Source: an optimization exercise on an open RTL-to-GDS flow (aim: small area). Production flows keep margins and buffers that such runs may drop. Power and IR drop assume default switching activity.

==> flow/design.v <==
module pipeline(
    input clk,
    input rst,
    input [22:0] a,
    input [7:0] p,
    input [22:0] b,
    input [7:0] q,
    input m,
    output reg [7:0] final_exponent,
    output reg [22:0] normal_mantissa_sum
);
    genvar i;
    wire [22:0] orp;
    assign orp[0] = 1'b0;
    generate
        for (i = 1; i < 23; i = i + 1) begin : g_orp
            assign orp[i] = orp[i-1] | b[i-1];
        end
    endgenerate
    wire [22:0] bn = b ^ ({23{m}} & orp);
    wire [7:0] eh = ~(p ^ q);
    wire [7:0] eg = p & ~q;
    wire [8:0] c0, c1;
    assign c0[0] = 1'b0;
    assign c1[0] = 1'b1;
    generate
        for (i = 0; i < 8; i = i + 1) begin : g_exc
            assign c0[i+1] = eg[i] | (eh[i] & c0[i]);
            assign c1[i+1] = eg[i] | (eh[i] & c1[i]);
        end
    endgenerate
    wire       g  = c0[8];                        
    wire [7:0] d  = g ? (eh ^ c1[7:0]) : ~(eh ^ c0[7:0]);    
    wire       dz = |d[7:5];                      
    wire [4:0] ds = {d[4:3] | {2{dz}}, d[2:0]};   
    wire [7:0] e  = g ? p : q;
    reg [7:0]  e0;
    reg [22:0] a0;
    reg [22:0] b0;
    reg        g0;
    reg [4:0]  d0;
    always @(posedge clk) begin
        e0 <= e;
        a0 <= a;
        b0 <= bn;
        g0 <= g;
        d0 <= ds;
    end
    wire [22:0] mx = g0 ? a0 : b0;
    wire [22:0] mn = g0 ? b0 : a0;
    wire [23:0] x0 = {1'b1, mn};
    wire [23:0] a1 = d0[0] ? {1'b0, x0[23:1]}  : x0;
    wire [23:0] a2 = d0[1] ? {2'b0, a1[23:2]}  : a1;
    wire [23:0] a4 = d0[2] ? {4'b0, a2[23:4]}  : a2;
    wire [23:0] a8 = d0[3] ? {8'b0, a4[23:8]}  : a4;
    wire [23:0] sh = d0[4] ? {16'b0, a8[23:16]} : a8;
    reg [7:0]  e1;
    reg [22:0] m1n;
    reg [23:0] s1;
    always @(posedge clk) begin
        e1  <= e0;
        m1n <= ~mx;
        s1  <= sh;
    end
    reg r1, r2, r3, r4;
    always @(posedge clk) begin
        r1 <= rst;
        r2 <= r1;
        r3 <= r2;
        r4 <= r3;
    end
    wire [23:0] tsum;
    wire tco;
    bk_add24 add(.x({1'b0, m1n}), .y(s1 ^ {24{~m}}), .ci(~m), .s(tsum), .co(tco));
    wire [23:0] sum = ~tsum;
    wire co_m = ~(m ^ tco);                       
    wire c2n = (rst | r1) ? 1'b0 : (r2 ? ~m : co_m);
    reg        c2;
    reg [23:0] r2v;
    reg [7:0]  e2;
    always @(posedge clk) begin
        c2  <= c2n;
        r2v <= sum;
        e2  <= e1;
    end
    wire z16 = ~|r2v[23:8];
    wire k16 = ~c2 & z16;
    wire [23:0] t16 = k16 ? {r2v[7:0], 16'd0} : r2v;
    wire z8 = ~|t16[23:16];
    wire k8 = ~c2 & z8;
    wire [23:0] t8 = k8 ? {t16[15:0], 8'd0} : t16;
    wire z4 = ~|t8[23:20];
    wire k4 = ~c2 & z4;
    wire [23:0] t4 = k4 ? {t8[19:0], 4'd0} : t8;
    wire z2 = ~|t4[23:22];
    wire k2 = ~c2 & z2;
    wire [23:0] t2 = k2 ? {t4[21:0], 2'd0} : t4;
    wire k1 = c2 | ~t2[23];
    wire [22:0] t1 = k1 ? {t2[21:0], 1'b0} : t2[22:0];
    wire zz = k16 & k8;                           
    wire [4:0] n = {k16, k8, k4 & ~zz, k2 & ~zz, k1 & ~zz};
    wire z2r = r1 | r2 | r3;
    reg [7:0]  e3n;                               
    reg [4:0]  n3;
    reg [22:0] m3n;                               
    always @(posedge clk) begin
        e3n <= z2r ? 8'hff : ~e2;
        n3  <= (z2r & ~c2) ? 5'd24 : n;
        m3n <= ~t1;
    end
    wire [7:0] fy = {3'd0, n3} ^ {8{c2}};
    wire [8:0] fc;
    assign fc[0] = c2;
    generate
        for (i = 0; i < 8; i = i + 1) begin : g_fe
            assign fc[i+1] = (e3n[i] & fy[i]) | ((e3n[i] ^ fy[i]) & fc[i]);
        end
    endgenerate
    wire [7:0] fen = e3n ^ fy ^ fc[7:0];           
    always @(posedge clk) begin
        final_exponent <= ~(fen | {8{rst | r1}});
        normal_mantissa_sum <= ~(m3n | {23{rst | r1 | r2 | r3 | r4}});
    end
endmodule
module bk_add24(input [23:0] x, input [23:0] y, input ci, output [23:0] s, output co);
    wire [23:0] hp = x ^ y;
    wire [23:0] hg = x & y;
    wire g_1 = hg[0] | (hp[0] & ci);
    wire g_2 = hg[2] | (hp[2] & hg[1]);
    wire p_2 = hp[2] & hp[1];
    wire g_3 = hg[4] | (hp[4] & hg[3]);
    wire p_3 = hp[4] & hp[3];
    wire g_4 = hg[6] | (hp[6] & hg[5]);
    wire p_4 = hp[6] & hp[5];
    wire g_5 = hg[8] | (hp[8] & hg[7]);
    wire p_5 = hp[8] & hp[7];
    wire g_6 = hg[10] | (hp[10] & hg[9]);
    wire p_6 = hp[10] & hp[9];
    wire g_7 = hg[12] | (hp[12] & hg[11]);
    wire p_7 = hp[12] & hp[11];
    wire g_8 = hg[14] | (hp[14] & hg[13]);
    wire p_8 = hp[14] & hp[13];
    wire g_9 = hg[16] | (hp[16] & hg[15]);
    wire p_9 = hp[16] & hp[15];
    wire g_10 = hg[18] | (hp[18] & hg[17]);
    wire p_10 = hp[18] & hp[17];
    wire g_11 = hg[20] | (hp[20] & hg[19]);
    wire p_11 = hp[20] & hp[19];
    wire g_12 = hg[22] | (hp[22] & hg[21]);
    wire p_12 = hp[22] & hp[21];
    wire g_13 = g_2 | (p_2 & g_1);
    wire g_14 = g_4 | (p_4 & g_3);
    wire p_14 = p_4 & p_3;
    wire g_15 = g_6 | (p_6 & g_5);
    wire p_15 = p_6 & p_5;
    wire g_16 = g_8 | (p_8 & g_7);
    wire p_16 = p_8 & p_7;
    wire g_17 = g_10 | (p_10 & g_9);
    wire p_17 = p_10 & p_9;
    wire g_18 = g_12 | (p_12 & g_11);
    wire p_18 = p_12 & p_11;
    wire g_19 = g_14 | (p_14 & g_13);
    wire g_20 = g_16 | (p_16 & g_15);
    wire p_20 = p_16 & p_15;
    wire g_21 = g_18 | (p_18 & g_17);
    wire p_21 = p_18 & p_17;
    wire g_22 = g_20 | (p_20 & g_19);
    wire g_23 = g_21 | (p_21 & g_22);
    wire g_24 = g_15 | (p_15 & g_19);
    wire g_25 = g_17 | (p_17 & g_22);
    wire g_26 = g_3 | (p_3 & g_13);
    wire g_27 = g_5 | (p_5 & g_19);
    wire g_28 = g_7 | (p_7 & g_24);
    wire g_29 = g_9 | (p_9 & g_22);
    wire g_30 = g_11 | (p_11 & g_25);
    wire g_31 = hg[1] | (hp[1] & g_1);
    wire g_32 = hg[3] | (hp[3] & g_13);
    wire g_33 = hg[5] | (hp[5] & g_26);
    wire g_34 = hg[7] | (hp[7] & g_19);
    wire g_35 = hg[9] | (hp[9] & g_27);
    wire g_36 = hg[11] | (hp[11] & g_24);
    wire g_37 = hg[13] | (hp[13] & g_28);
    wire g_38 = hg[15] | (hp[15] & g_22);
    wire g_39 = hg[17] | (hp[17] & g_29);
    wire g_40 = hg[19] | (hp[19] & g_25);
    wire g_41 = hg[21] | (hp[21] & g_30);
    wire g_42 = hg[23] | (hp[23] & g_23);
    assign s[0] = hp[0] ^ ci;
    assign s[1] = hp[1] ^ g_1;
    assign s[2] = hp[2] ^ g_31;
    assign s[3] = hp[3] ^ g_13;
    assign s[4] = hp[4] ^ g_32;
    assign s[5] = hp[5] ^ g_26;
    assign s[6] = hp[6] ^ g_33;
    assign s[7] = hp[7] ^ g_19;
    assign s[8] = hp[8] ^ g_34;
    assign s[9] = hp[9] ^ g_27;
    assign s[10] = hp[10] ^ g_35;
    assign s[11] = hp[11] ^ g_24;
    assign s[12] = hp[12] ^ g_36;
    assign s[13] = hp[13] ^ g_28;
    assign s[14] = hp[14] ^ g_37;
    assign s[15] = hp[15] ^ g_22;
    assign s[16] = hp[16] ^ g_38;
    assign s[17] = hp[17] ^ g_29;
    assign s[18] = hp[18] ^ g_39;
    assign s[19] = hp[19] ^ g_25;
    assign s[20] = hp[20] ^ g_40;
    assign s[21] = hp[21] ^ g_30;
    assign s[22] = hp[22] ^ g_41;
    assign s[23] = hp[23] ^ g_23;
    assign co = g_42;
endmodule
export LEC_CHECK = 0
export CAP_MARGIN = 20
export CORE_MARGIN = 2
export CORE_UTILIZATION = 40
export GPL_TIMING_DRIVEN = 0
export SLEW_MARGIN = 20
create_clock -name core_clock -period 4.0 [get_ports {clk}]
standard.sh (not shown) runs the stock make flow with config.mk's settings and CLKGATE_MAP_FILE= SYNTH_SCRIPT=/design/flow/synth_recipe.tcl, a recipe that flattens the netlist after the stock synthesis.
==> flow/flow/run.sh <==
#!/bin/bash
set -euo pipefail
bash standard.sh \
  "BUFFER_PORTS_ARGS=-buffer_cell sky130_fd_sc_hd__buf_1" \
  "CTS_ARGS=-sink_clustering_enable -repair_clock_nets -sink_clustering_size 35 -sink_clustering_max_diameter 90 -buf_list sky130_fd_sc_hd__clkbuf_16 -dont_use_dummy_load" \
  finish > standard_flow.log 2>&1
The first run finished clean.
==> next run, changes <==
--- a/flow/design.v
+++ b/flow/design.v
@@ -35,20 +35,18 @@
     wire [4:0] ds = {d[4:3] | {2{dz}}, d[2:0]};   
     wire [7:0] e  = g ? p : q;
+    wire [22:0] mx = g ? a : bn;
+    wire [22:0] mn = g ? bn : a;
     reg [7:0]  e0;
-    reg [22:0] a0;
-    reg [22:0] b0;
-    reg        g0;
+    reg [22:0] m0n;
+    reg [22:0] n0n;
     reg [4:0]  d0;
     always @(posedge clk) begin
-        e0 <= e;
-        a0 <= a;
-        b0 <= bn;
-        g0 <= g;
-        d0 <= ds;
-    end
-    wire [22:0] mx = g0 ? a0 : b0;
-    wire [22:0] mn = g0 ? b0 : a0;
-    wire [23:0] x0 = {1'b1, mn};
-    wire [23:0] a1 = d0[0] ? {1'b0, x0[23:1]}  : x0;
+        e0  <= e;
+        m0n <= ~mx;
+        n0n <= ~mn;
+        d0  <= ds;
+    end
+    wire [23:0] a0 = {1'b1, ~n0n};
+    wire [23:0] a1 = d0[0] ? {1'b0, a0[23:1]}  : a0;
     wire [23:0] a2 = d0[1] ? {2'b0, a1[23:2]}  : a1;
     wire [23:0] a4 = d0[2] ? {4'b0, a2[23:4]}  : a2;
@@ -60,13 +58,12 @@
     always @(posedge clk) begin
         e1  <= e0;
-        m1n <= ~mx;
+        m1n <= m0n;
         s1  <= sh;
     end
-    reg r1, r2, r3, r4;
+    reg r1, r2, r3;
     always @(posedge clk) begin
         r1 <= rst;
         r2 <= r1;
         r3 <= r2;
-        r4 <= r3;
     end
     wire [23:0] tsum;
@@ -84,10 +81,11 @@
         e2  <= e1;
     end
+    wire z2r = r1 | r2 | r3;
     wire z16 = ~|r2v[23:8];
     wire k16 = ~c2 & z16;
-    wire [23:0] t16 = k16 ? {r2v[7:0], 16'd0} : r2v;
+    wire [23:0] t16 = (k16 | z2r) ? {r2v[7:0], 16'd0} : r2v;
     wire z8 = ~|t16[23:16];
     wire k8 = ~c2 & z8;
-    wire [23:0] t8 = k8 ? {t16[15:0], 8'd0} : t16;
+    wire [23:0] t8 = (k8 | z2r) ? {t16[15:0], 8'd0} : t16;
     wire z4 = ~|t8[23:20];
     wire k4 = ~c2 & z4;
@@ -100,5 +98,4 @@
     wire zz = k16 & k8;                           
     wire [4:0] n = {k16, k8, k4 & ~zz, k2 & ~zz, k1 & ~zz};
-    wire z2r = r1 | r2 | r3;
     reg [7:0]  e3n;                               
     reg [4:0]  n3;
@@ -120,5 +117,5 @@
     always @(posedge clk) begin
         final_exponent <= ~(fen | {8{rst | r1}});
-        normal_mantissa_sum <= ~(m3n | {23{rst | r1 | r2 | r3 | r4}});
+        normal_mantissa_sum <= ~(m3n | {23{rst | r1}});
     end
 endmodule
What happened: Clock skew decreases by 0.015 ns. Die area increases by 2.7%. Sequential share of layout area decreases by 1.8 points. Critical path depth increases by 2. Synthesized area increases by 2.8%. Wire length decreases by 0.41%. Worst setup slack got worse by 0.031 ns. Final area increases by 3.6%. Hold slack got worse by 0.012 ns. Cell count increases by 8.5%. Power decreases by 8.4%. Global-route usage is about the same. First-iteration DRC count increases by 24%.
No functional check of the RTL was part of any run of this note.

[static timing again, ports no longer ideal]
The results above use ideal ports. As a check the final layouts listed here were re-extracted and re-timed, cells and wires unchanged.
Step 1: set_driving_cell puts a clkbuf_16 on clk and a buf_2 on each other input, an assumption about the parent block.
Step 2 times the ports against the registers' clock, not the clock port: input delays grow and output delays shrink by t, the midpoint of the rising clock arrivals with the driver on.
Three values: no drivers, after step 1, after step 2; two values: the first two.
| run | t (ns) | slack for setup (ns) | hold WS [ns] |
|---|---|---|---|
| the first run | 0.510 | 0.170 / 0.194 / -0.317 | 0.308 / 0.308 / 0.308 |
| the second run | 0.500 | 0.139 / 0.166 / -0.334 | 0.296 / 0.296 / 0.296 |
With both steps, setup timing fails in the first run and the second run, where it was met with ideal ports. For the first run, which loses most, drivers alone change the setup slack by +0.024 ns; drivers and shift together by -0.487 ns.
